Source: an optimization exercise on an open RTL-to-GDS flow (aim: small area and a short achievable clock period). Production flows keep margins and buffers that such runs may drop.
Where RTL was checked, it was by simulation tests only, not by an equivalence proof against the original.

==> run K <==
==> flow/design.v <==
module reciprocal_divider (
    input  clk,
    input  rst,
    input  [15:0] u,
    input  [15:0] v,
    output reg [15:0] q
);
    function [7:0] recip_lut;
        input [2:0] idx;
        begin
            case (idx)
                3'd0: recip_lut = 8'hFF;
                3'd1: recip_lut = 8'hE3;
                3'd2: recip_lut = 8'hCC;
                3'd3: recip_lut = 8'hBA;
                3'd4: recip_lut = 8'hAA;
                3'd5: recip_lut = 8'h9D;
                3'd6: recip_lut = 8'h92;
                default: recip_lut = 8'h88;
            endcase
        end
    endfunction
    reg [15:0] q_reg, u_reg, v_reg, r, v_shifted, temp;
    reg [4:0] n;
    reg [15:0] i, mul1, mul2, correction;
    function [4:0] clz16;
        input [15:0] x;
        integer j;
        reg found;
        begin
            clz16 = 16;
            found = 0;
            for (j = 15; j >= 0; j = j - 1) begin
                if (!found && x[j]) begin
                    clz16 = 15 - j;
                    found = 1;
                end
            end
            if (!found)
                clz16 = 16;   
        end
    endfunction
    function [15:0] MulHi_U16_U16;
        input [15:0] a, b;
        reg [31:0] product;
        begin
            product = a * b;
            MulHi_U16_U16 = product[31:16];
        end
    endfunction
    always @(posedge clk or posedge rst) begin
        if (rst) begin
            q <= 0;
        end else begin
            u_reg <= u;
            v_reg <= v;
            n = clz16(v);
            v_shifted = v << n;
            i = (v << n) >> 12;   
            r = {recip_lut(i[2:0]), 8'b00000000};   
            mul1 = MulHi_U16_U16(r, v_shifted);
            mul2 = MulHi_U16_U16(~mul1 + 1, r);
            r = mul2 << 1;
            mul1 = MulHi_U16_U16(r, v_shifted);
            mul2 = MulHi_U16_U16(~mul1 + 1, r);
            r = mul2 << 1;
            q_reg = MulHi_U16_U16(u, r);
            q_reg = q_reg >> (15 - n);
            if (q_reg > 0)
                q_reg = q_reg - 1;
            temp = u - q_reg * v;
            correction = 0;
            if (temp >= v) begin
                correction = correction + 1;
                temp = temp - v;
                if (temp >= v) begin
                    correction = correction + 1;
                    temp = temp - v;
                    if (temp >= v) begin
                        correction = correction + 1;
                    end
                end
            end
            q <= q_reg + correction;
        end
    end
endmodule
==> flow/run.sh <==
#!/bin/bash
# synth_recipe.tcl (not shown) runs the flow's synth.tcl, then flattens the netlist and writes it again
# the make line also repeats each setting of config.mk as NAME=value (left out here)
make -C /OpenROAD-flow-scripts/flow DESIGN_CONFIG=/design/flow/config.mk WORK_HOME=/design/flow/orfs CLKGATE_MAP_FILE= SYNTH_SCRIPT=/design/flow/synth_recipe.tcl finish
==> flow/config.mk <==
export PLATFORM = sky130hd
export DESIGN_NAME = reciprocal_divider
export DESIGN_NICKNAME = reciprocal_divider
export VERILOG_FILES = /design/flow/design.v
export SDC_FILE = /design/flow/constraint.sdc
export NUM_CORES = 4
export LEC_CHECK = 0
export CAP_MARGIN = 20
export CORE_MARGIN = 2
export CORE_UTILIZATION = 40
export SLEW_MARGIN = 20
==> flow/constraint.sdc <==
create_clock -name core_clock -period 55.0 [get_ports {clk}]
set_input_delay 11.0000 -clock core_clock [delete_from_list [all_inputs] [get_ports {clk}]]
set_output_delay 11.0000 -clock core_clock [all_outputs]
set_load 0.01 [all_outputs]
==> inputs of run F, as changes to run K <==
==> flow/design.v, changed modules only <==
module reciprocal_divider (
    input  clk,
    input  rst,
    input  [15:0] u,
    input  [15:0] v,
    output reg [15:0] q
);
    wire [16:0] hz;
    assign hz[16] = 1'b1;
    genvar k;
    generate
        for (k = 15; k >= 0; k = k - 1) begin : g_hz
            assign hz[k] = hz[k+1] & ~v[k];
        end
    endgenerate
    wire [15:0] rem [0:16];
    wire [15:0] qr;
    assign rem[16] = 16'd0;
    genvar j;
    generate
        for (j = 15; j >= 0; j = j - 1) begin : g_row
            localparam W = 16 - j;
            wire [W-1:0] p;
            wire [W:0]   d;
            if (W > 1) begin : g_p
                assign p = {rem[j+1][W-2:0], u[j]};
            end else begin : g_p1
                assign p = u[j];
            end
            assign d = {1'b0, p} - {1'b0, v[W-1:0]};
            assign qr[j] = ~d[W] & hz[W];
            if (j > 0) begin : g_r
                assign rem[j] = {{(16-W){1'b0}}, (qr[j] ? d[W-1:0] : p)};
            end
        end
    endgenerate
    assign rem[0] = 16'd0;
    wire vz = hz[0];
    always @(posedge clk or posedge rst) begin
        if (rst)
            q <= 16'd0;
        else
            q <= {qr[15:2] & {14{~vz}}, qr[1:0]};
    end
endmodule
--- a/flow/config.mk
+++ b/flow/config.mk
@@ -7,2 +7,3 @@
 export LEC_CHECK = 0
+export ABC_AREA = 1
 export CAP_MARGIN = 20
==> results.txt <==
| quantity | run F | run K |
|---|---|---|
| Worst Path Arrival | 41.74 ns | 53.07 ns |
| Number of cells produced by synthesis | 1030 | 4797 |
| Outcome | timing/DRC/antenna clean | timing/DRC/antenna clean |
| Most common cell after layout, fill and taps aside | sky130_fd_sc_hd__nand2_1 | sky130_fd_sc_hd__inv_1 |
| Post-route standard cell area excluding fillers | 0.00772 mm² | 0.0438 mm² |
| Most common cell in the synthesized netlist | sky130_fd_sc_hd__nand2_1 | sky130_fd_sc_hd__inv_1 |
| Final Net Count | 1257 | 6220 |
| Relative slew slack | 46.0% | 35.6% |
| Global-route wire length before repair | 28200 µm | 197000 µm |
| Post-CTS sizing | 0 | 9 |
| Routability-driven placement congestion ratio | 0.861 | 0.970 |
| Starting utilization of the core area | 40.5% | 40.3% |
| Per-cell via count in the routed design | 4.90 | 5.34 |
| Transition time at the pin with the least slew margin | 0.809 ns | 0.960 ns |
No functional check of the RTL was part of run F.

port drivers added, routing unchanged:
How much do the figures lean on ideal ports? The routed layouts below were timed once more, with nothing changed but the port constraints.
Step 1: set_driving_cell puts a clkbuf_16 on clk and a buf_2 on each other input, an assumption about the parent block.
Step 2 times the ports against the registers' clock, not the clock port: input delays grow and output delays shrink by t, the midpoint of the rising clock arrivals with the driver on.
a / b / c = no drivers / after step 1 / after step 2; a / b = the first two.
run	t, ns	setup slack, ns	worst setup path after step 2
run K	0.274	2.091 / 2.076 / 1.802	input to register
run F	0.287	13.377 / 13.391 / 13.104	input to register
After both steps every run listed still meets setup and hold. For run K, which loses most, drivers alone change the setup slack by -0.015 ns; drivers and shift together by -0.289 ns.
